This is an optimization exercise on Yosys and OpenROAD, whose aim is small area and a short achievable clock period, not a production implementation.
The RTL of this run was laid out without a check of its function.
No activity file was given, so power comes from the tool's default toggle rates.

==> design.v <==
`timescale 1ns/1ps
module FloatingPoint_Multiplier_Complete (
    input wire         clk,
    input wire         rst,
    input  wire [15:0] a,
    input  wire [15:0] b,
    output reg  [15:0] result,
    output reg         overflow,
    output reg         underflow
);
    wire es_g0 = a[10] & b[10];
    wire es_p0 = a[10] ^ b[10];
    wire es_g1 = a[11] & b[11];
    wire es_p1 = a[11] ^ b[11];
    wire es_g2 = a[12] & b[12];
    wire es_p2 = a[12] ^ b[12];
    wire es_g3 = a[13] & b[13];
    wire es_p3 = a[13] ^ b[13];
    wire es_g4 = a[14] & b[14];
    wire es_p4 = a[14] ^ b[14];
    wire es_G0_1 = es_g1 | (es_p1 & es_g0);
    wire es_P0_1 = es_p1 & es_p0;
    wire es_G0_3 = es_g3 | (es_p3 & es_g2);
    wire es_P0_3 = es_p3 & es_p2;
    wire es_G1_2 = es_g2 | (es_p2 & es_G0_1);
    wire es_P1_2 = es_p2 & es_P0_1;
    wire es_G1_3 = es_G0_3 | (es_P0_3 & es_G0_1);
    wire es_P1_3 = es_P0_3 & es_P0_1;
    wire es_G2_4 = es_g4 | (es_p4 & es_G1_3);
    wire es_P2_4 = es_p4 & es_P1_3;
    wire es_s1 = es_p1 ^ es_g0;
    wire es_s2 = es_p2 ^ es_G0_1;
    wire es_s3 = es_p3 ^ es_G1_2;
    wire es_s4 = es_p4 ^ es_G1_3;
    reg        r1_sign, r1_ha;
    reg  [5:0] r1_es;    
    reg  [9:0] r1_ma;
    reg  [5:0] r1_one, r1_two;    
    reg  [4:0] r1_neg;
    wire [12:0] yb = {2'b00, b[14:10] != 5'd0, b[9:0]};
    always @(posedge clk) begin
        r1_sign <= a[15] ^ b[15];
        r1_es   <= ((a[14:0] == 15'd0) | (b[14:0] == 15'd0)) ? 6'h3f : {es_G2_4, es_s4, es_s3, es_s2, es_s1, es_p0};
        r1_ha   <= a[14:10] != 5'd0;
        r1_ma   <= a[9:0];
        r1_one[0] <= yb[0] ^ 1'b0;
        r1_two[0] <= (yb[1] & ~yb[0] & ~1'b0) | (~yb[1] & yb[0] & 1'b0);
        r1_neg[0] <= yb[1];
        r1_one[1] <= yb[2] ^ yb[1];
        r1_two[1] <= (yb[3] & ~yb[2] & ~yb[1]) | (~yb[3] & yb[2] & yb[1]);
        r1_neg[1] <= yb[3];
        r1_one[2] <= yb[4] ^ yb[3];
        r1_two[2] <= (yb[5] & ~yb[4] & ~yb[3]) | (~yb[5] & yb[4] & yb[3]);
        r1_neg[2] <= yb[5];
        r1_one[3] <= yb[6] ^ yb[5];
        r1_two[3] <= (yb[7] & ~yb[6] & ~yb[5]) | (~yb[7] & yb[6] & yb[5]);
        r1_neg[3] <= yb[7];
        r1_one[4] <= yb[8] ^ yb[7];
        r1_two[4] <= (yb[9] & ~yb[8] & ~yb[7]) | (~yb[9] & yb[8] & yb[7]);
        r1_neg[4] <= yb[9];
        r1_one[5] <= yb[10] ^ yb[9];
        r1_two[5] <= (yb[11] & ~yb[10] & ~yb[9]) | (~yb[11] & yb[10] & yb[9]);
    end
    wire [10:0] mx = {r1_ha, r1_ma};
    wire bp0_0 = ((r1_one[0] & mx[0])) ^ r1_neg[0];
    wire bp0_1 = ((r1_one[0] & mx[1]) | (r1_two[0] & mx[0])) ^ r1_neg[0];
    wire bp0_2 = ((r1_one[0] & mx[2]) | (r1_two[0] & mx[1])) ^ r1_neg[0];
    wire bp0_3 = ((r1_one[0] & mx[3]) | (r1_two[0] & mx[2])) ^ r1_neg[0];
    wire bp0_4 = ((r1_one[0] & mx[4]) | (r1_two[0] & mx[3])) ^ r1_neg[0];
    wire bp0_5 = ((r1_one[0] & mx[5]) | (r1_two[0] & mx[4])) ^ r1_neg[0];
    wire bp0_6 = ((r1_one[0] & mx[6]) | (r1_two[0] & mx[5])) ^ r1_neg[0];
    wire bp0_7 = ((r1_one[0] & mx[7]) | (r1_two[0] & mx[6])) ^ r1_neg[0];
    wire bp0_8 = ((r1_one[0] & mx[8]) | (r1_two[0] & mx[7])) ^ r1_neg[0];
    wire bp0_9 = ((r1_one[0] & mx[9]) | (r1_two[0] & mx[8])) ^ r1_neg[0];
    wire bp0_10 = ((r1_one[0] & mx[10]) | (r1_two[0] & mx[9])) ^ r1_neg[0];
    wire bp0_11 = ((r1_two[0] & mx[10])) ^ r1_neg[0];
    wire bp1_0 = ((r1_one[1] & mx[0])) ^ r1_neg[1];
    wire bp1_1 = ((r1_one[1] & mx[1]) | (r1_two[1] & mx[0])) ^ r1_neg[1];
    wire bp1_2 = ((r1_one[1] & mx[2]) | (r1_two[1] & mx[1])) ^ r1_neg[1];
    wire bp1_3 = ((r1_one[1] & mx[3]) | (r1_two[1] & mx[2])) ^ r1_neg[1];
    wire bp1_4 = ((r1_one[1] & mx[4]) | (r1_two[1] & mx[3])) ^ r1_neg[1];
    wire bp1_5 = ((r1_one[1] & mx[5]) | (r1_two[1] & mx[4])) ^ r1_neg[1];
    wire bp1_6 = ((r1_one[1] & mx[6]) | (r1_two[1] & mx[5])) ^ r1_neg[1];
    wire bp1_7 = ((r1_one[1] & mx[7]) | (r1_two[1] & mx[6])) ^ r1_neg[1];
    wire bp1_8 = ((r1_one[1] & mx[8]) | (r1_two[1] & mx[7])) ^ r1_neg[1];
    wire bp1_9 = ((r1_one[1] & mx[9]) | (r1_two[1] & mx[8])) ^ r1_neg[1];
    wire bp1_10 = ((r1_one[1] & mx[10]) | (r1_two[1] & mx[9])) ^ r1_neg[1];
    wire bp1_11 = ((r1_two[1] & mx[10])) ^ r1_neg[1];
    wire bp2_0 = ((r1_one[2] & mx[0])) ^ r1_neg[2];
    wire bp2_1 = ((r1_one[2] & mx[1]) | (r1_two[2] & mx[0])) ^ r1_neg[2];
    wire bp2_2 = ((r1_one[2] & mx[2]) | (r1_two[2] & mx[1])) ^ r1_neg[2];
    wire bp2_3 = ((r1_one[2] & mx[3]) | (r1_two[2] & mx[2])) ^ r1_neg[2];
    wire bp2_4 = ((r1_one[2] & mx[4]) | (r1_two[2] & mx[3])) ^ r1_neg[2];
    wire bp2_5 = ((r1_one[2] & mx[5]) | (r1_two[2] & mx[4])) ^ r1_neg[2];
    wire bp2_6 = ((r1_one[2] & mx[6]) | (r1_two[2] & mx[5])) ^ r1_neg[2];
    wire bp2_7 = ((r1_one[2] & mx[7]) | (r1_two[2] & mx[6])) ^ r1_neg[2];
    wire bp2_8 = ((r1_one[2] & mx[8]) | (r1_two[2] & mx[7])) ^ r1_neg[2];
    wire bp2_9 = ((r1_one[2] & mx[9]) | (r1_two[2] & mx[8])) ^ r1_neg[2];
    wire bp2_10 = ((r1_one[2] & mx[10]) | (r1_two[2] & mx[9])) ^ r1_neg[2];
    wire bp2_11 = ((r1_two[2] & mx[10])) ^ r1_neg[2];
    wire bp3_0 = ((r1_one[3] & mx[0])) ^ r1_neg[3];
    wire bp3_1 = ((r1_one[3] & mx[1]) | (r1_two[3] & mx[0])) ^ r1_neg[3];
    wire bp3_2 = ((r1_one[3] & mx[2]) | (r1_two[3] & mx[1])) ^ r1_neg[3];
    wire bp3_3 = ((r1_one[3] & mx[3]) | (r1_two[3] & mx[2])) ^ r1_neg[3];
    wire bp3_4 = ((r1_one[3] & mx[4]) | (r1_two[3] & mx[3])) ^ r1_neg[3];
    wire bp3_5 = ((r1_one[3] & mx[5]) | (r1_two[3] & mx[4])) ^ r1_neg[3];
    wire bp3_6 = ((r1_one[3] & mx[6]) | (r1_two[3] & mx[5])) ^ r1_neg[3];
    wire bp3_7 = ((r1_one[3] & mx[7]) | (r1_two[3] & mx[6])) ^ r1_neg[3];
    wire bp3_8 = ((r1_one[3] & mx[8]) | (r1_two[3] & mx[7])) ^ r1_neg[3];
    wire bp3_9 = ((r1_one[3] & mx[9]) | (r1_two[3] & mx[8])) ^ r1_neg[3];
    wire bp3_10 = ((r1_one[3] & mx[10]) | (r1_two[3] & mx[9])) ^ r1_neg[3];
    wire bp3_11 = ((r1_two[3] & mx[10])) ^ r1_neg[3];
    wire bp4_0 = ((r1_one[4] & mx[0])) ^ r1_neg[4];
    wire bp4_1 = ((r1_one[4] & mx[1]) | (r1_two[4] & mx[0])) ^ r1_neg[4];
    wire bp4_2 = ((r1_one[4] & mx[2]) | (r1_two[4] & mx[1])) ^ r1_neg[4];
    wire bp4_3 = ((r1_one[4] & mx[3]) | (r1_two[4] & mx[2])) ^ r1_neg[4];
    wire bp4_4 = ((r1_one[4] & mx[4]) | (r1_two[4] & mx[3])) ^ r1_neg[4];
    wire bp4_5 = ((r1_one[4] & mx[5]) | (r1_two[4] & mx[4])) ^ r1_neg[4];
    wire bp4_6 = ((r1_one[4] & mx[6]) | (r1_two[4] & mx[5])) ^ r1_neg[4];
    wire bp4_7 = ((r1_one[4] & mx[7]) | (r1_two[4] & mx[6])) ^ r1_neg[4];
    wire bp4_8 = ((r1_one[4] & mx[8]) | (r1_two[4] & mx[7])) ^ r1_neg[4];
    wire bp4_9 = ((r1_one[4] & mx[9]) | (r1_two[4] & mx[8])) ^ r1_neg[4];
    wire bp4_10 = ((r1_one[4] & mx[10]) | (r1_two[4] & mx[9])) ^ r1_neg[4];
    wire bp4_11 = ((r1_two[4] & mx[10])) ^ r1_neg[4];
    wire bp5_0 = (r1_one[5] & mx[0]);
    wire bp5_1 = (r1_one[5] & mx[1]) | (r1_two[5] & mx[0]);
    wire bp5_2 = (r1_one[5] & mx[2]) | (r1_two[5] & mx[1]);
    wire bp5_3 = (r1_one[5] & mx[3]) | (r1_two[5] & mx[2]);
    wire bp5_4 = (r1_one[5] & mx[4]) | (r1_two[5] & mx[3]);
    wire bp5_5 = (r1_one[5] & mx[5]) | (r1_two[5] & mx[4]);
    wire bp5_6 = (r1_one[5] & mx[6]) | (r1_two[5] & mx[5]);
    wire bp5_7 = (r1_one[5] & mx[7]) | (r1_two[5] & mx[6]);
    wire bp5_8 = (r1_one[5] & mx[8]) | (r1_two[5] & mx[7]);
    wire bp5_9 = (r1_one[5] & mx[9]) | (r1_two[5] & mx[8]);
    wire bp5_10 = (r1_one[5] & mx[10]) | (r1_two[5] & mx[9]);
    wire bp5_11 = (r1_two[5] & mx[10]);
    wire hs0 = r1_neg[3] ^ bp0_6;
    wire hc0 = r1_neg[3] & bp0_6;
    wire hs1 = bp0_7 ^ bp1_5;
    wire hc1 = bp0_7 & bp1_5;
    wire fs0 = r1_neg[4] ^ bp0_8 ^ bp1_6;
    wire fc0 = (r1_neg[4] & bp0_8) | (r1_neg[4] & bp1_6) | (bp0_8 & bp1_6);
    wire hs2 = bp2_4 ^ bp3_2;
    wire hc2 = bp2_4 & bp3_2;
    wire fs1 = bp0_9 ^ bp1_7 ^ bp2_5;
    wire fc1 = (bp0_9 & bp1_7) | (bp0_9 & bp2_5) | (bp1_7 & bp2_5);
    wire hs3 = bp3_3 ^ bp4_1;
    wire hc3 = bp3_3 & bp4_1;
    wire fs2 = bp0_10 ^ bp1_8 ^ bp2_6;
    wire fc2 = (bp0_10 & bp1_8) | (bp0_10 & bp2_6) | (bp1_8 & bp2_6);
    wire fs3 = bp3_4 ^ bp4_2 ^ bp5_0;
    wire fc3 = (bp3_4 & bp4_2) | (bp3_4 & bp5_0) | (bp4_2 & bp5_0);
    wire fs4 = bp0_11 ^ bp1_9 ^ bp2_7;
    wire fc4 = (bp0_11 & bp1_9) | (bp0_11 & bp2_7) | (bp1_9 & bp2_7);
    wire fs5 = bp3_5 ^ bp4_3 ^ bp5_1;
    wire fc5 = (bp3_5 & bp4_3) | (bp3_5 & bp5_1) | (bp4_3 & bp5_1);
    wire fs6 = r1_neg[0] ^ bp1_10 ^ bp2_8;
    wire fc6 = (r1_neg[0] & bp1_10) | (r1_neg[0] & bp2_8) | (bp1_10 & bp2_8);
    wire fs7 = bp3_6 ^ bp4_4 ^ bp5_2;
    wire fc7 = (bp3_6 & bp4_4) | (bp3_6 & bp5_2) | (bp4_4 & bp5_2);
    wire fs8 = r1_neg[0] ^ bp1_11 ^ bp2_9;
    wire fc8 = (r1_neg[0] & bp1_11) | (r1_neg[0] & bp2_9) | (bp1_11 & bp2_9);
    wire fs9 = bp3_7 ^ bp4_5 ^ bp5_3;
    wire fc9 = (bp3_7 & bp4_5) | (bp3_7 & bp5_3) | (bp4_5 & bp5_3);
    wire fs10 = ~r1_neg[0] ^ ~r1_neg[1] ^ bp2_10;
    wire fc10 = (~r1_neg[0] & ~r1_neg[1]) | (~r1_neg[0] & bp2_10) | (~r1_neg[1] & bp2_10);
    wire fs11 = bp3_8 ^ bp4_6 ^ bp5_4;
    wire fc11 = (bp3_8 & bp4_6) | (bp3_8 & bp5_4) | (bp4_6 & bp5_4);
    wire fs12 = 1'b1 ^ bp2_11 ^ bp3_9;
    wire fc12 = (1'b1 & bp2_11) | (1'b1 & bp3_9) | (bp2_11 & bp3_9);
    wire hs4 = bp4_7 ^ bp5_5;
    wire hc4 = bp4_7 & bp5_5;
    wire fs13 = ~r1_neg[2] ^ bp3_10 ^ bp4_8;
    wire fc13 = (~r1_neg[2] & bp3_10) | (~r1_neg[2] & bp4_8) | (bp3_10 & bp4_8);
    wire hs5 = 1'b1 ^ bp3_11;
    wire hc5 = 1'b1 & bp3_11;
    wire hs6 = r1_neg[2] ^ bp0_4;
    wire hc6 = r1_neg[2] & bp0_4;
    wire hs7 = bp0_5 ^ bp1_3;
    wire hc7 = bp0_5 & bp1_3;
    wire fs14 = bp1_4 ^ bp2_2 ^ bp3_0;
    wire fc14 = (bp1_4 & bp2_2) | (bp1_4 & bp3_0) | (bp2_2 & bp3_0);
    wire fs15 = bp2_3 ^ bp3_1 ^ hc0;
    wire fc15 = (bp2_3 & bp3_1) | (bp2_3 & hc0) | (bp3_1 & hc0);
    wire fs16 = bp4_0 ^ hc1 ^ hs2;
    wire fc16 = (bp4_0 & hc1) | (bp4_0 & hs2) | (hc1 & hs2);
    wire fs17 = hc2 ^ hs3 ^ fc0;
    wire fc17 = (hc2 & hs3) | (hc2 & fc0) | (hs3 & fc0);
    wire fs18 = hc3 ^ fc1 ^ fs2;
    wire fc18 = (hc3 & fc1) | (hc3 & fs2) | (fc1 & fs2);
    wire fs19 = fc2 ^ fc3 ^ fs4;
    wire fc19 = (fc2 & fc3) | (fc2 & fs4) | (fc3 & fs4);
    wire fs20 = fc4 ^ fc5 ^ fs6;
    wire fc20 = (fc4 & fc5) | (fc4 & fs6) | (fc5 & fs6);
    wire fs21 = fc6 ^ fc7 ^ fs8;
    wire fc21 = (fc6 & fc7) | (fc6 & fs8) | (fc7 & fs8);
    wire fs22 = fc8 ^ fc9 ^ fs10;
    wire fc22 = (fc8 & fc9) | (fc8 & fs10) | (fc9 & fs10);
    wire fs23 = hs4 ^ fc10 ^ fc11;
    wire fc23 = (hs4 & fc10) | (hs4 & fc11) | (fc10 & fc11);
    wire fs24 = bp5_6 ^ hc4 ^ fc12;
    wire fc24 = (bp5_6 & hc4) | (bp5_6 & fc12) | (hc4 & fc12);
    wire fs25 = bp4_9 ^ bp5_7 ^ hs5;
    wire fc25 = (bp4_9 & bp5_7) | (bp4_9 & hs5) | (bp5_7 & hs5);
    wire fs26 = ~r1_neg[3] ^ bp4_10 ^ bp5_8;
    wire fc26 = (~r1_neg[3] & bp4_10) | (~r1_neg[3] & bp5_8) | (bp4_10 & bp5_8);
    wire hs8 = 1'b1 ^ bp4_11;
    wire hc8 = 1'b1 & bp4_11;
    wire hs9 = r1_neg[1] ^ bp0_2;
    wire hc9 = r1_neg[1] & bp0_2;
    wire hs10 = bp0_3 ^ bp1_1;
    wire hc10 = bp0_3 & bp1_1;
    wire fs27 = bp1_2 ^ bp2_0 ^ hs6;
    wire fc27 = (bp1_2 & bp2_0) | (bp1_2 & hs6) | (bp2_0 & hs6);
    wire fs28 = bp2_1 ^ hc6 ^ hs7;
    wire fc28 = (bp2_1 & hc6) | (bp2_1 & hs7) | (hc6 & hs7);
    wire fs29 = hc7 ^ hs0 ^ fs14;
    wire fc29 = (hc7 & hs0) | (hc7 & fs14) | (hs0 & fs14);
    wire fs30 = hs1 ^ fc14 ^ fs15;
    wire fc30 = (hs1 & fc14) | (hs1 & fs15) | (fc14 & fs15);
    wire fs31 = fs0 ^ fc15 ^ fs16;
    wire fc31 = (fs0 & fc15) | (fs0 & fs16) | (fc15 & fs16);
    wire fs32 = fs1 ^ fc16 ^ fs17;
    wire fc32 = (fs1 & fc16) | (fs1 & fs17) | (fc16 & fs17);
    wire fs33 = fs3 ^ fc17 ^ fs18;
    wire fc33 = (fs3 & fc17) | (fs3 & fs18) | (fc17 & fs18);
    wire fs34 = fs5 ^ fc18 ^ fs19;
    wire fc34 = (fs5 & fc18) | (fs5 & fs19) | (fc18 & fs19);
    wire fs35 = fs7 ^ fc19 ^ fs20;
    wire fc35 = (fs7 & fc19) | (fs7 & fs20) | (fc19 & fs20);
    wire fs36 = fs9 ^ fc20 ^ fs21;
    wire fc36 = (fs9 & fc20) | (fs9 & fs21) | (fc20 & fs21);
    wire fs37 = fs11 ^ fc21 ^ fs22;
    wire fc37 = (fs11 & fc21) | (fs11 & fs22) | (fc21 & fs22);
    wire fs38 = fs12 ^ fc22 ^ fs23;
    wire fc38 = (fs12 & fc22) | (fs12 & fs23) | (fc22 & fs23);
    wire fs39 = fs13 ^ fc23 ^ fs24;
    wire fc39 = (fs13 & fc23) | (fs13 & fs24) | (fc23 & fs24);
    wire fs40 = fc13 ^ fc24 ^ fs25;
    wire fc40 = (fc13 & fc24) | (fc13 & fs25) | (fc24 & fs25);
    wire fs41 = hc5 ^ fs26 ^ fc25;
    wire fc41 = (hc5 & fs26) | (hc5 & fc25) | (fs26 & fc25);
    wire fs42 = bp5_9 ^ hs8 ^ fc26;
    wire fc42 = (bp5_9 & hs8) | (bp5_9 & fc26) | (hs8 & fc26);
    wire fs43 = ~r1_neg[4] ^ bp5_10 ^ hc8;
    wire fc43 = (~r1_neg[4] & bp5_10) | (~r1_neg[4] & hc8) | (bp5_10 & hc8);
    wire hs11 = 1'b1 ^ bp5_11;
    wire lo_g0 = r1_neg[0] & bp0_0;
    wire lo_p0 = r1_neg[0] ^ bp0_0;
    wire lo_g2 = bp1_0 & hs9;
    wire lo_p2 = bp1_0 ^ hs9;
    wire lo_g3 = hc9 & hs10;
    wire lo_p3 = hc9 ^ hs10;
    wire lo_g4 = hc10 & fs27;
    wire lo_p4 = hc10 ^ fs27;
    wire lo_g5 = fc27 & fs28;
    wire lo_p5 = fc27 ^ fs28;
    wire lo_g6 = fc28 & fs29;
    wire lo_p6 = fc28 ^ fs29;
    wire lo_g7 = fc29 & fs30;
    wire lo_p7 = fc29 ^ fs30;
    wire lo_G0_1 = (bp0_1 & lo_g0);
    wire lo_P0_1 = bp0_1 & lo_p0;
    wire lo_G0_3 = lo_g3 | (lo_p3 & lo_g2);
    wire lo_P0_3 = lo_p3 & lo_p2;
    wire lo_G0_5 = lo_g5 | (lo_p5 & lo_g4);
    wire lo_P0_5 = lo_p5 & lo_p4;
    wire lo_G0_7 = lo_g7 | (lo_p7 & lo_g6);
    wire lo_P0_7 = lo_p7 & lo_p6;
    wire lo_G1_2 = lo_g2 | (lo_p2 & lo_G0_1);
    wire lo_P1_2 = lo_p2 & lo_P0_1;
    wire lo_G1_3 = lo_G0_3 | (lo_P0_3 & lo_G0_1);
    wire lo_P1_3 = lo_P0_3 & lo_P0_1;
    wire lo_G1_6 = lo_g6 | (lo_p6 & lo_G0_5);
    wire lo_P1_6 = lo_p6 & lo_P0_5;
    wire lo_G1_7 = lo_G0_7 | (lo_P0_7 & lo_G0_5);
    wire lo_P1_7 = lo_P0_7 & lo_P0_5;
    wire lo_G2_4 = lo_g4 | (lo_p4 & lo_G1_3);
    wire lo_P2_4 = lo_p4 & lo_P1_3;
    wire lo_G2_5 = lo_G0_5 | (lo_P0_5 & lo_G1_3);
    wire lo_P2_5 = lo_P0_5 & lo_P1_3;
    wire lo_G2_6 = lo_G1_6 | (lo_P1_6 & lo_G1_3);
    wire lo_P2_6 = lo_P1_6 & lo_P1_3;
    wire lo_G2_7 = lo_G1_7 | (lo_P1_7 & lo_G1_3);
    wire lo_P2_7 = lo_P1_7 & lo_P1_3;
    wire lo_s1 = bp0_1 ^ lo_g0;
    wire lo_s2 = lo_p2 ^ lo_G0_1;
    wire lo_s3 = lo_p3 ^ lo_G1_2;
    wire lo_s4 = lo_p4 ^ lo_G1_3;
    wire lo_s5 = lo_p5 ^ lo_G2_4;
    wire lo_s6 = lo_p6 ^ lo_G2_5;
    wire lo_s7 = lo_p7 ^ lo_G2_6;
    wire [7:0] nlo = {lo_s7, lo_s6, lo_s5, lo_s4, lo_s3, lo_s2, lo_s1, lo_p0};
    wire zq0 = ~(r1_neg[0] ^ bp0_0);
    wire zq1 = ~(bp0_1 ^ (r1_neg[0] | bp0_0));
    wire zq2 = ~((bp1_0 ^ hs9) ^ bp0_1);
    wire zq3 = ~((hc9 ^ hs10) ^ (bp1_0 | hs9));
    wire zq4 = ~((hc10 ^ fs27) ^ (hc9 | hs10));
    wire zq5 = ~((fc27 ^ fs28) ^ (hc10 | fs27));
    wire zq6 = ~((fc28 ^ fs29) ^ (fc27 | fs28));
    wire zq7 = ~((fc29 ^ fs30) ^ (fc28 | fs29));
    wire zq8 = ~((fc30 ^ fs31) ^ (fc29 | fs30));
    wire zq9 = ~((fc31 ^ fs32) ^ (fc30 | fs31));
    wire zr1 = ~(bp0_1 ^ (r1_neg[0] & bp0_0));
    wire z08 = zq0 & zq1 & zq2 & zq3 & zq4 & zq5 & zq6 & zq7 & zq8;    
    wire z19 = zr1 & zq2 & zq3 & zq4 & zq5 & zq6 & zq7 & zq8 & zq9;    
    reg [21:8] r2_a;
    reg [21:8] r2_b;
    reg        r2_cin;
    reg        r2_zA;
    reg        r2_zB;
    reg        r2_z0c;
    reg        r2_z1c;
    reg        r2_sign;
    reg  [5:0] r2_es;
    always @(posedge clk) begin
        r2_cin <= lo_G2_7;
        r2_zA <= zq2 & zq3 & zq4 & zq5;
        r2_zB <= zq6 & zq7 & zq8;
        r2_z0c <= zq0 & zq1;
        r2_z1c <= zr1 & zq9;
        r2_a[8] <= fc30;
        r2_b[8] <= fs31;
        r2_a[9] <= fc31;
        r2_b[9] <= fs32;
        r2_a[10] <= fc32;
        r2_b[10] <= fs33;
        r2_a[11] <= fc33;
        r2_b[11] <= fs34;
        r2_a[12] <= fc34;
        r2_b[12] <= fs35;
        r2_a[13] <= fc35;
        r2_b[13] <= fs36;
        r2_a[14] <= fc36;
        r2_b[14] <= fs37;
        r2_a[15] <= fs38;
        r2_b[15] <= fc37;
        r2_a[16] <= fc38;
        r2_b[16] <= fs39;
        r2_a[17] <= fc39;
        r2_b[17] <= fs40;
        r2_a[18] <= fc40;
        r2_b[18] <= fs41;
        r2_a[19] <= fs42;
        r2_b[19] <= fc41;
        r2_a[20] <= fs43;
        r2_b[20] <= fc42;
        r2_a[21] <= hs11;
        r2_b[21] <= fc43;
        r2_sign <= r1_sign;
        r2_es <= r1_es;
    end
    wire hi_g0 = r2_a[8] & r2_b[8];
    wire hi_p0 = r2_a[8] ^ r2_b[8];
    wire hi_g1 = r2_a[9] & r2_b[9];
    wire hi_p1 = r2_a[9] ^ r2_b[9];
    wire hi_g2 = r2_a[10] & r2_b[10];
    wire hi_p2 = r2_a[10] ^ r2_b[10];
    wire hi_g3 = r2_a[11] & r2_b[11];
    wire hi_p3 = r2_a[11] ^ r2_b[11];
    wire hi_g4 = r2_a[12] & r2_b[12];
    wire hi_p4 = r2_a[12] ^ r2_b[12];
    wire hi_g5 = r2_a[13] & r2_b[13];
    wire hi_p5 = r2_a[13] ^ r2_b[13];
    wire hi_g6 = r2_a[14] & r2_b[14];
    wire hi_p6 = r2_a[14] ^ r2_b[14];
    wire hi_g7 = r2_a[15] & r2_b[15];
    wire hi_p7 = r2_a[15] ^ r2_b[15];
    wire hi_g8 = r2_a[16] & r2_b[16];
    wire hi_p8 = r2_a[16] ^ r2_b[16];
    wire hi_g9 = r2_a[17] & r2_b[17];
    wire hi_p9 = r2_a[17] ^ r2_b[17];
    wire hi_g10 = r2_a[18] & r2_b[18];
    wire hi_p10 = r2_a[18] ^ r2_b[18];
    wire hi_g11 = r2_a[19] & r2_b[19];
    wire hi_p11 = r2_a[19] ^ r2_b[19];
    wire hi_g12 = r2_a[20] & r2_b[20];
    wire hi_p12 = r2_a[20] ^ r2_b[20];
    wire hi_g13 = r2_a[21] & r2_b[21];
    wire hi_p13 = r2_a[21] ^ r2_b[21];
    wire hi_G0_1 = hi_g1 | (hi_p1 & hi_g0);
    wire hi_P0_1 = hi_p1 & hi_p0;
    wire hi_G0_3 = hi_g3 | (hi_p3 & hi_g2);
    wire hi_P0_3 = hi_p3 & hi_p2;
    wire hi_G0_5 = hi_g5 | (hi_p5 & hi_g4);
    wire hi_P0_5 = hi_p5 & hi_p4;
    wire hi_G0_7 = hi_g7 | (hi_p7 & hi_g6);
    wire hi_P0_7 = hi_p7 & hi_p6;
    wire hi_G0_9 = hi_g9 | (hi_p9 & hi_g8);
    wire hi_P0_9 = hi_p9 & hi_p8;
    wire hi_G0_11 = hi_g11 | (hi_p11 & hi_g10);
    wire hi_P0_11 = hi_p11 & hi_p10;
    wire hi_G0_13 = hi_g13 | (hi_p13 & hi_g12);
    wire hi_P0_13 = hi_p13 & hi_p12;
    wire hi_G1_2 = hi_g2 | (hi_p2 & hi_G0_1);
    wire hi_P1_2 = hi_p2 & hi_P0_1;
    wire hi_G1_3 = hi_G0_3 | (hi_P0_3 & hi_G0_1);
    wire hi_P1_3 = hi_P0_3 & hi_P0_1;
    wire hi_G1_6 = hi_g6 | (hi_p6 & hi_G0_5);
    wire hi_P1_6 = hi_p6 & hi_P0_5;
    wire hi_G1_7 = hi_G0_7 | (hi_P0_7 & hi_G0_5);
    wire hi_P1_7 = hi_P0_7 & hi_P0_5;
    wire hi_G1_10 = hi_g10 | (hi_p10 & hi_G0_9);
    wire hi_P1_10 = hi_p10 & hi_P0_9;
    wire hi_G1_11 = hi_G0_11 | (hi_P0_11 & hi_G0_9);
    wire hi_P1_11 = hi_P0_11 & hi_P0_9;
    wire hi_G2_4 = hi_g4 | (hi_p4 & hi_G1_3);
    wire hi_P2_4 = hi_p4 & hi_P1_3;
    wire hi_G2_5 = hi_G0_5 | (hi_P0_5 & hi_G1_3);
    wire hi_P2_5 = hi_P0_5 & hi_P1_3;
    wire hi_G2_6 = hi_G1_6 | (hi_P1_6 & hi_G1_3);
    wire hi_P2_6 = hi_P1_6 & hi_P1_3;
    wire hi_G2_7 = hi_G1_7 | (hi_P1_7 & hi_G1_3);
    wire hi_P2_7 = hi_P1_7 & hi_P1_3;
    wire hi_G2_12 = hi_g12 | (hi_p12 & hi_G1_11);
    wire hi_P2_12 = hi_p12 & hi_P1_11;
    wire hi_G2_13 = hi_G0_13 | (hi_P0_13 & hi_G1_11);
    wire hi_P2_13 = hi_P0_13 & hi_P1_11;
    wire hi_G3_8 = hi_g8 | (hi_p8 & hi_G2_7);
    wire hi_P3_8 = hi_p8 & hi_P2_7;
    wire hi_G3_9 = hi_G0_9 | (hi_P0_9 & hi_G2_7);
    wire hi_P3_9 = hi_P0_9 & hi_P2_7;
    wire hi_G3_10 = hi_G1_10 | (hi_P1_10 & hi_G2_7);
    wire hi_P3_10 = hi_P1_10 & hi_P2_7;
    wire hi_G3_11 = hi_G1_11 | (hi_P1_11 & hi_G2_7);
    wire hi_P3_11 = hi_P1_11 & hi_P2_7;
    wire hi_G3_12 = hi_G2_12 | (hi_P2_12 & hi_G2_7);
    wire hi_P3_12 = hi_P2_12 & hi_P2_7;
    wire hi_G3_13 = hi_G2_13 | (hi_P2_13 & hi_G2_7);
    wire hi_P3_13 = hi_P2_13 & hi_P2_7;
    wire hi_s0 = hi_p0 ^ r2_cin;
    wire hi_C1 = hi_g0 | (hi_p0 & r2_cin);
    wire hi_s1 = hi_p1 ^ hi_C1;
    wire hi_C2 = hi_G0_1 | (hi_P0_1 & r2_cin);
    wire hi_s2 = hi_p2 ^ hi_C2;
    wire hi_C3 = hi_G1_2 | (hi_P1_2 & r2_cin);
    wire hi_s3 = hi_p3 ^ hi_C3;
    wire hi_C4 = hi_G1_3 | (hi_P1_3 & r2_cin);
    wire hi_s4 = hi_p4 ^ hi_C4;
    wire hi_C5 = hi_G2_4 | (hi_P2_4 & r2_cin);
    wire hi_s5 = hi_p5 ^ hi_C5;
    wire hi_C6 = hi_G2_5 | (hi_P2_5 & r2_cin);
    wire hi_s6 = hi_p6 ^ hi_C6;
    wire hi_C7 = hi_G2_6 | (hi_P2_6 & r2_cin);
    wire hi_s7 = hi_p7 ^ hi_C7;
    wire hi_C8 = hi_G2_7 | (hi_P2_7 & r2_cin);
    wire hi_s8 = hi_p8 ^ hi_C8;
    wire hi_C9 = hi_G3_8 | (hi_P3_8 & r2_cin);
    wire hi_s9 = hi_p9 ^ hi_C9;
    wire hi_C10 = hi_G3_9 | (hi_P3_9 & r2_cin);
    wire hi_s10 = hi_p10 ^ hi_C10;
    wire hi_C11 = hi_G3_10 | (hi_P3_10 & r2_cin);
    wire hi_s11 = hi_p11 ^ hi_C11;
    wire hi_C12 = hi_G3_11 | (hi_P3_11 & r2_cin);
    wire hi_s12 = hi_p12 ^ hi_C12;
    wire hi_C13 = hi_G3_12 | (hi_P3_12 & r2_cin);
    wire hi_s13 = hi_p13 ^ hi_C13;
    wire hi_C14 = hi_G3_13 | (hi_P3_13 & r2_cin);
    wire tie0 = hi_s1 & r2_zA & r2_zB & r2_z0c;
    wire tie1 = hi_s2 & r2_zA & r2_zB & r2_z1c;
    wire r0_a0_1 = hi_s2 & hi_s1;
    wire r0_a0_3 = hi_s4 & hi_s3;
    wire r0_a0_5 = hi_s6 & hi_s5;
    wire r0_a0_7 = hi_s8 & hi_s7;
    wire r0_a0_9 = hi_s10 & hi_s9;
    wire r0_a0_11 = hi_s12 & hi_s11;
    wire r0_a1_2 = hi_s3 & r0_a0_1;
    wire r0_a1_3 = r0_a0_3 & r0_a0_1;
    wire r0_a1_6 = hi_s7 & r0_a0_5;
    wire r0_a1_7 = r0_a0_7 & r0_a0_5;
    wire r0_a1_10 = hi_s11 & r0_a0_9;
    wire r0_a1_11 = r0_a0_11 & r0_a0_9;
    wire r0_a2_4 = hi_s5 & r0_a1_3;
    wire r0_a2_5 = r0_a0_5 & r0_a1_3;
    wire r0_a2_6 = r0_a1_6 & r0_a1_3;
    wire r0_a2_7 = r0_a1_7 & r0_a1_3;
    wire r0_a3_8 = hi_s9 & r0_a2_7;
    wire r0_a3_9 = r0_a0_9 & r0_a2_7;
    wire r0_a3_10 = r0_a1_10 & r0_a2_7;
    wire r0_a3_11 = r0_a1_11 & r0_a2_7;
    wire r0_0 = hi_s2 ^ hi_s1;
    wire r0_1 = hi_s3 ^ r0_a0_1;
    wire r0_2 = hi_s4 ^ r0_a1_2;
    wire r0_3 = hi_s5 ^ r0_a1_3;
    wire r0_4 = hi_s6 ^ r0_a2_4;
    wire r0_5 = hi_s7 ^ r0_a2_5;
    wire r0_6 = hi_s8 ^ r0_a2_6;
    wire r0_7 = hi_s9 ^ r0_a2_7;
    wire r0_8 = hi_s10 ^ r0_a3_8;
    wire r0_9 = hi_s11 ^ r0_a3_9;
    wire r0_10 = hi_s12 ^ r0_a3_10;
    wire c9 = (r2_a[8] & r2_b[8]) | ((r2_a[8] ^ r2_b[8]) & r2_cin);
    wire ones920 = ((r2_a[9] ^ r2_b[9]) ^ c9) & ((r2_a[9] & r2_b[9]) ^ (r2_a[10] ^ r2_b[10])) & ((r2_a[10] & r2_b[10]) ^ (r2_a[11] ^ r2_b[11])) & ((r2_a[11] & r2_b[11]) ^ (r2_a[12] ^ r2_b[12])) & ((r2_a[12] & r2_b[12]) ^ (r2_a[13] ^ r2_b[13])) & ((r2_a[13] & r2_b[13]) ^ (r2_a[14] ^ r2_b[14])) & ((r2_a[14] & r2_b[14]) ^ (r2_a[15] ^ r2_b[15])) & ((r2_a[15] & r2_b[15]) ^ (r2_a[16] ^ r2_b[16])) & ((r2_a[16] & r2_b[16]) ^ (r2_a[17] ^ r2_b[17])) & ((r2_a[17] & r2_b[17]) ^ (r2_a[18] ^ r2_b[18])) & ((r2_a[18] & r2_b[18]) ^ (r2_a[19] ^ r2_b[19])) & ((r2_a[19] & r2_b[19]) ^ (r2_a[20] ^ r2_b[20]));
    wire r0_top = hi_s13 | ones920;    
    wire r1_a0_1 = hi_s3 & hi_s2;
    wire r1_a0_3 = hi_s5 & hi_s4;
    wire r1_a0_5 = hi_s7 & hi_s6;
    wire r1_a0_7 = hi_s9 & hi_s8;
    wire r1_a0_9 = hi_s11 & hi_s10;
    wire r1_a1_2 = hi_s4 & r1_a0_1;
    wire r1_a1_3 = r1_a0_3 & r1_a0_1;
    wire r1_a1_6 = hi_s8 & r1_a0_5;
    wire r1_a1_7 = r1_a0_7 & r1_a0_5;
    wire r1_a1_10 = hi_s12 & r1_a0_9;
    wire r1_a2_4 = hi_s6 & r1_a1_3;
    wire r1_a2_5 = r1_a0_5 & r1_a1_3;
    wire r1_a2_6 = r1_a1_6 & r1_a1_3;
    wire r1_a2_7 = r1_a1_7 & r1_a1_3;
    wire r1_a3_8 = hi_s10 & r1_a2_7;
    wire r1_a3_9 = r1_a0_9 & r1_a2_7;
    wire r1_a3_10 = r1_a1_10 & r1_a2_7;
    wire r1_0 = hi_s3 ^ hi_s2;
    wire r1_1 = hi_s4 ^ r1_a0_1;
    wire r1_2 = hi_s5 ^ r1_a1_2;
    wire r1_3 = hi_s6 ^ r1_a1_3;
    wire r1_4 = hi_s7 ^ r1_a2_4;
    wire r1_5 = hi_s8 ^ r1_a2_5;
    wire r1_6 = hi_s9 ^ r1_a2_6;
    wire r1_7 = hi_s10 ^ r1_a2_7;
    wire r1_8 = hi_s11 ^ r1_a3_8;
    wire r1_9 = hi_s12 ^ r1_a3_9;
    wire [9:0] mant0 = {r0_9, r0_8, r0_7, r0_6, r0_5, r0_4, r0_3, r0_2, r0_1, r0_0} & ~{9'd0, tie0};
    wire [9:0] mant1 = {r1_9, r1_8, r1_7, r1_6, r1_5, r1_4, r1_3, r1_2, r1_1, r1_0} & ~{9'd0, tie1};
    wire [9:0] mant  = r0_top ? mant1 : mant0;
    wire       r2_zero = &r2_es;
    wire       ovf0 = r2_es >= 6'd46;
    wire       ovf1 = r2_es >= 6'd45;
    wire       unf0 = r2_es <= 6'd15;
    wire       unf1 = r2_es <= 6'd14;
    wire [4:0] ef0  = r2_es[4:0] + 5'd17;
    wire [4:0] ef1  = r2_es[4:0] + 5'd18;
    wire       ovf  = r0_top ? ovf1 : ovf0;
    wire       unf  = r0_top ? unf1 : unf0;
    wire [4:0] ef   = r0_top ? ef1 : ef0;
    reg        r3_nz, r3_ovf, r3_unf;    
    reg [15:0] r3_val;
    always @(posedge clk or posedge rst) begin
        if (rst) begin
            r3_nz  <= 1'b0;
            r3_ovf <= 1'b0;
            r3_unf <= 1'b0;
        end else begin
            r3_nz  <= ~r2_zero & ~ovf & ~unf;
            r3_ovf <= ~r2_zero & ovf;
            r3_unf <= ~r2_zero & ~ovf & unf;
        end
    end
    always @(posedge clk) r3_val <= {r2_sign, ef, mant};
    always @(*) begin
        result    = r3_nz ? r3_val : (r3_ovf ? 16'h7F80 : 16'd0);
        overflow  = r3_ovf;
        underflow = r3_unf;
    end
endmodule
==> flow/run.sh <==
#!/bin/bash
# Own layout flow: the standard flow (standard.sh) with two changes:
#  - synthesis runs Yosys's synth without its generic "abc -fast" pass
#    (-noabc), so the full adders written in the RTL reach extract_fa as
#    written instead of being remapped first; everything else in
#    synth_recipe.tcl (flatten, renames, registers) is unchanged;
#  - port buffers use the buffer cell named in flow/ports.txt.
# Each tool's output is in the ORFS logs under orfs/logs; make's own output
# goes to flow.log here.
set -euo pipefail
here=$(pwd)
first=$(head -n 1 synth_recipe.tcl)
if [[ "$first" != 'proc synth {args} { yosys synth -nofsm -noshare {*}$args }' ]]; then
  echo "unexpected first line of synth_recipe.tcl: $first" >&2
  exit 1
fi
{ echo 'proc synth {args} { yosys synth -nofsm -noshare -noabc {*}$args }'; tail -n +2 synth_recipe.tcl; } > own_synth.tcl
buf=$(tr -d ' \n' < flow/ports.txt)
sed -e "s#SYNTH_SCRIPT=[^ ]*#SYNTH_SCRIPT=$here/own_synth.tcl 'BUFFER_PORTS_ARGS=-buffer_cell $buf'#" standard.sh > own_standard.sh
grep -q own_synth.tcl own_standard.sh
bash own_standard.sh > flow.log 2>&1
==> flow/ports.txt <==
sky130_fd_sc_hd__buf_1
==> standard.sh <==
#!/bin/bash
# synth_recipe.tcl (not shown) runs the flow's synth.tcl, then flattens the netlist and writes it again
# the make line also repeats each setting of config.mk as NAME=value (left out here)
make -C /OpenROAD-flow-scripts/flow DESIGN_CONFIG=/design/flow/config.mk WORK_HOME=/design/flow/orfs CLKGATE_MAP_FILE= SYNTH_SCRIPT=/design/flow/synth_recipe.tcl "${@:-finish}"
==> config.mk <==
export PLATFORM = sky130hd
export DESIGN_NAME = FloatingPoint_Multiplier_Complete
export DESIGN_NICKNAME = FloatingPoint_Multiplier_Complete
export VERILOG_FILES = /design/flow/design.v
export SDC_FILE = /design/flow/constraint.sdc
export NUM_CORES = 4
export LEC_CHECK = 0
export ABC_CLOCK_PERIOD_IN_PS = 2500
export CAP_MARGIN = 20
export CORE_MARGIN = 2
export CORE_UTILIZATION = 55
export CTS_BUF_LIST = sky130_fd_sc_hd__clkbuf_8
export SETUP_SLACK_MARGIN = 4.5
export SLEW_MARGIN = 20
==> constraint.sdc <==
create_clock -name core_clock -period 7.5 [get_ports {clk}]
set_input_delay 1.5000 -clock core_clock [delete_from_list [all_inputs] [get_ports {clk}]]
set_output_delay 1.5000 -clock core_clock [all_outputs]
set_load 0.01 [all_outputs]
==> results.rst <==
.. list-table::
   :header-rows: 1

   * - Metric
     - Value
   * - Outcome
     - complete, no violations
   * - Final setup fails
     - 0
   * - Number of distinct library cell variants in the gate-level netlist after synthesis
     - 48
   * - Clock Skews
     - 0.00989 ns
   * - DR WL/cell
     - 15.6 um
   * - Type of the worst setup path
     - flip-flop to flip-flop
   * - Critical Path Fanout Max
     - 7
   * - Syn_nets
     - 769
   * - CORE AREA
     - 11,400 um^2
   * - Number of top-level design ports
     - 52
   * - Overall global routing resource usage
     - 22.0%
   * - DR WL met2
     - around 6400 um
   * - Path class of the lowest-slack min-delay path
     - flip-flop to flip-flop
   * - Detail Placement HPWL
     - 9770 um
   * - CTS sink cnt
     - 94
   * - Detailed-routing wirelength on met1
     - 5680 um
   * - Synth Register Bits
     - 94
   * - Max-cap violations
     - 0
   * - Bufs and invs on worst path
     - 1
   * - Switching component of the power
     - 1.29 mW
   * - Height of the chip
     - about 110 um
   * - Placement row count
     - 39
   * - Global route total overflow
     - 0
   * - Total area of multi-input combinational cells
     - 4290 um^2
   * - Internal portion of total power
     - 1.73 mW
   * - Number of buffers created by CTS
     - 9
   * - Final hold violations
     - 0
   * - Maximum number of pins on one net before global-route repair
     - 18
   * - Clk root buf
     - sky130_fd_sc_hd__clkbuf_8
   * - Width of the die
     - 112 um
   * - Fraction of the cycle the final worst path needs
     - 38.3%
   * - Post-route setup TNS
     - 0 ns
   * - Diode insertion count for antenna repair
     - 0
   * - DRC violation count after routing
     - 0
   * - RSZ-0062 raised after global routing
     - no
   * - Register clock-pin slew on the reported worst setup and hold paths
     - 0.10 ns
   * - GPL Wtd Cong
     - 0.786
   * - Req. time, crit path
     - 7.83 ns
   * - Share of cells above drive strength 1
     - 10.7%
   * - Peak Freq
     - 0.348 GHz
   * - Post-synthesis instance area
     - approximately 6400 um^2
   * - Number of flops mapped to enable cells by yosys
     - 0
   * - Max Root-Sink Buffers
     - 2
   * - Combinational share of power
     - 63.8%
   * - Count of filler cells inserted in the layout
     - 1,013
   * - Cells traversed along the worst timing path
     - ha_2 > fa_2 > and3_1 > a311o_2 > a31oi_1 > o21a_1 > mux2i_2 > buf_6 > or4b_1 > nand3_1
   * - Register area
     - 1920 um^2
   * - First-pass GRT wire length
     - 21,900 um
   * - Syn-to-layout area delta
     - 10.2%
   * - Seq pwr share
     - 25.7%
   * - Peak per-stage delay on the critical path
     - 0.46 ns
   * - Pins Over Slew Limit
     - 0
   * - Worst voltage drop across the vdd grid
     - 0.000347 V
   * - Setup crit end kind
     - flip-flop
   * - Yosys warning count
     - 1
   * - Number of H-tree levels
     - 3
   * - Arr. time, crit path
     - 3.20 ns
   * - Met3 wire length
     - 489 um
   * - Count of vias placed by the detailed router
     - 4,446
   * - Total wirelength of the detailed-routed design
     - 12,700 um
   * - Dominant synthesized flop cell
     - sky130_fd_sc_hd__dfxtp_1
   * - Relative contribution of the clock network to total power
     - 10.5%
   * - Least-Margin Pin Slew
     - 0.745 ns
   * - Via density
     - 5.47
   * - Async set-reset flop share out of synthesis
     - 3.19%
   * - Power density of the placed cells
     - 430 nW/um^2
   * - Initial antenna violation count
     - 0
   * - Fraction of power spent switching nets
     - 42.8%
   * - Leakage power summed over all cells
     - 2.92 nW
   * - Via count of the first global-routing pass
     - 4,628
   * - Kind of start point of the critical path
     - flip-flop
   * - Number of nets still failing antenna checks after routing
     - 0
   * - Final hold slack
     - 0.334 ns
   * - Instance count of the mapped netlist
     - 626
   * - Clock tree from TritonCTS
     - done
   * - Clk Latency, worst-skew pair
     - 0.38 ns
   * - Max-slew headroom
     - between 50% and 60%
   * - Placement-stage worst setup slack
     - 4.22 ns
   * - Share of the yosys chip area belonging to registers
     - a little under 30%
   * - Starting density of the core
     - 56.0%
   * - Number of buffers inserted by port buffering
     - 51
   * - Number of detailed-route iterations in the first pass
     - 5
   * - Avg Synthesized Cell Area
     - around 10 um^2
   * - Time the worst path needs with I/O delays and setup
     - about 2.9 ns
   * - Die ar.
     - 12,400 um^2
   * - Top layer in use
     - met4
   * - End-of-flow core utilization
     - 61.7%
   * - Cell with the largest stage delay on the worst path
     - sky130_fd_sc_hd__a311o_2
   * - Gate family responsible for the most delay along the worst path
     - compound AO/OA/AOI/OAI gates
   * - Final setup margin
     - 4.63 ns
   * - Total Nets Final
     - slightly above 800
   * - Number of DRC markers in iteration 0
     - 201
[final cells by class]
class | count | area share [%]
Multi-Input combinational cell | 459 | 61.1
Sequential cell | 94 | 27.4
Timing Repair Buffer | 64 | 4.32
Clock buffer | 10 | 1.96
Inverter | 37 | 1.98
Clock inverter | 6 | 0.660
Tap cell | 143 | 2.55
[synthesized netlist by cell type, types with 2 or more instances]
library cell	number	area (um^2)
sky130_fd_sc_hd__o21ai_1	8	40.0
sky130_fd_sc_hd__a22o_1	7	61.3
sky130_fd_sc_hd__xnor2_1	84	736
sky130_fd_sc_hd__nor2_1	19	71.3
sky130_fd_sc_hd__dfrtp_1	3	75.1
sky130_fd_sc_hd__nand2b_1	5	31.3
sky130_fd_sc_hd__a21oi_1	12	60.1
sky130_fd_sc_hd__mux2_1	3	33.8
sky130_fd_sc_hd__o21a_1	2	15.0
sky130_fd_sc_hd__or2_2	5	31.3
sky130_fd_sc_hd__o21ai_0	7	35.0
sky130_fd_sc_hd__and2_1	12	75.1
sky130_fd_sc_hd__inv_1	36	135
sky130_fd_sc_hd__ha_1	58	726
sky130_fd_sc_hd__and3_1	6	37.5
sky130_fd_sc_hd__fa_1	51	1020
sky130_fd_sc_hd__nand4_1	5	31.3
sky130_fd_sc_hd__buf_2	4	20.0
sky130_fd_sc_hd__dfxtp_1	91	1820
sky130_fd_sc_hd__mux2i_1	3	30.0
sky130_fd_sc_hd__nor2b_1	6	37.5
sky130_fd_sc_hd__a22oi_1	53	398
sky130_fd_sc_hd__clkbuf_1	28	105
sky130_fd_sc_hd__nor3_1	5	25.0
sky130_fd_sc_hd__nand3_1	9	45.0
sky130_fd_sc_hd__a21o_1	2	15.0
sky130_fd_sc_hd__buf_1	4	15.0
sky130_fd_sc_hd__nor4_1	6	37.5
sky130_fd_sc_hd__xor2_1	27	236
sky130_fd_sc_hd__nand2_1	47	176
[per-layer routing]
metal / vias to the layer above / track usage [%]
met5: - / 0
met3: 14 / 4.52
met2: 91 / 38.3
met4: 0 / 6.34
li1: 2173 / -
met1: 2168 / 28.0
[power groups by stage]
stage / registers, mW / clock network, mW / logic [mW]
3_3_place_gp: 0.785 / 0 / 1.72
2_1_floorplan: 0.733 / 0 / 1.42
6_report: 0.776 / 0.318 / 1.92
4_1_cts: 0.777 / 0.329 / 1.82
3_5_place_dp: 0.789 / 0 / 1.76
5_1_grt: 0.796 / 0.347 / 2.22
[layout by cell type, fill, tap and decap left out, types with 18 or more instances in the layout]
cell type | netlist | layout
sky130_fd_sc_hd__dfxtp_2 | 0 | 18
sky130_fd_sc_hd__buf_1 | 4 | 51
sky130_fd_sc_hd__fa_1 | 51 | 48
sky130_fd_sc_hd__xnor2_1 | 84 | 83
sky130_fd_sc_hd__dfxtp_1 | 91 | 73
sky130_fd_sc_hd__inv_1 | 36 | 37
sky130_fd_sc_hd__a22oi_1 | 53 | 53
sky130_fd_sc_hd__nand2_1 | 47 | 47
sky130_fd_sc_hd__nor2_1 | 19 | 19
sky130_fd_sc_hd__ha_1 | 58 | 55
sky130_fd_sc_hd__xor2_1 | 27 | 26
[stage by stage]
stage / std cells / instance area, um^2 / power (mW)
2_1_floorplan: 626 / 6390 / 2.16
3_3_place_gp: 785 / 6630 / 2.51
3_5_place_dp: 785 / 6630 / 2.55
4_1_cts: 803 / 6840 / 2.92
5_1_grt: 813 / 7010 / 3.36
6_report: 813 / 7010 / 3.02
[path summary, 6_finish.rpt]
kind / start / end / slack [ns] / cells past startpoint
max: r2_a[10]$_DFF_P_ / r3_val[9]$_DFF_P_ / 4.63 / 10
min: r1_es[0]$_SDFF_PP1_ / r2_es[0]$_DFF_P_ / 0.33 / 0
max reg2reg: r2_a[10]$_DFF_P_ / r3_val[9]$_DFF_P_ / 4.63 / 10
min reg2reg: r1_es[0]$_SDFF_PP1_ / r2_es[0]$_DFF_P_ / 0.33 / 0
max in group asynchronous: rst / r3_nz$_DFF_PP0_ / 6.43 / 2
min in group asynchronous: rst / r3_unf$_DFF_PP0_ / 0.94 / 2
[what timing repair did]
| item | in CTS | in global routing |
|---|---|---|
| setup buffers | 1 | 10 |
| endpoints found under the setup margin | 14 | 19 |
| hold buffers | 0 | 0 |
| hold endpoints to repair | 0 | 0 |
| gates cloned | 1 | 0 |
| resized for setup | 7 | 24 |
| pin swaps | 2 | 7 |
[cell families after synthesis]
| group | synth area share [%] |
|---|---|
| and+or+nand+nor | 9.71 |
| xor gates and xnor gates | 15.5 |
| adders and majority gates | 27.4 |
| AOI/OAI and AO/OA | 12.1 |
| DFF | 29.8 |
| buffers and inverters | 4.38 |
| muxes | 1.00 |
[state kept, by name, indices dropped and copies added (netlist names), 5 cells and up]
register,count
r2_b,14
r1_neg,5
r2_es,6
r1_ma,10
r1_two,6
r1_one,6
r2_a,14
r1_es,6
r3_val,16
[worst register-to-register path: stages (launching register included)]
cell	delay, ns
sky130_fd_sc_hd__dfxtp_1	0.31
sky130_fd_sc_hd__ha_2	0.19
sky130_fd_sc_hd__fa_2	0.37
sky130_fd_sc_hd__and3_1	0.19
sky130_fd_sc_hd__a311o_2	0.46
sky130_fd_sc_hd__a31oi_1	0.19
sky130_fd_sc_hd__o21a_1	0.18
sky130_fd_sc_hd__mux2i_2	0.25
sky130_fd_sc_hd__buf_6	0.16
sky130_fd_sc_hd__or4b_1	0.43
sky130_fd_sc_hd__nand3_1	0.09

separate check: timing with driven ports:
No port has a modelled driver above. Below, the same layout with a new extraction and two added sets of constraints. Step 1 (the two cells are an assumption about what drives the block):
set clk [get_ports {clk}]
set_driving_cell -lib_cell sky130_fd_sc_hd__clkbuf_16 $clk
set_driving_cell -lib_cell sky130_fd_sc_hd__buf_2 [delete_from_list [all_inputs] $clk]
Step 2 moves the port delays by t, midway between the first and last clock arrival at a register: inputs arrive t later, outputs are due t later. That takes back most of the time a late clock gives input paths. Three values: no drivers, after step 1, after step 2; two values: the first two.
t, ns: 0.408
setup slack, ns: 4.626 / 4.626 / 4.235
clock arrival spread, ns: 0.010 / 0.010
worst data-port slew with drivers (ns): 0.03
After both steps this run still meets setup and hold. For this run, drivers alone change the setup slack by 0.000 ns; drivers and shift together by -0.391 ns.
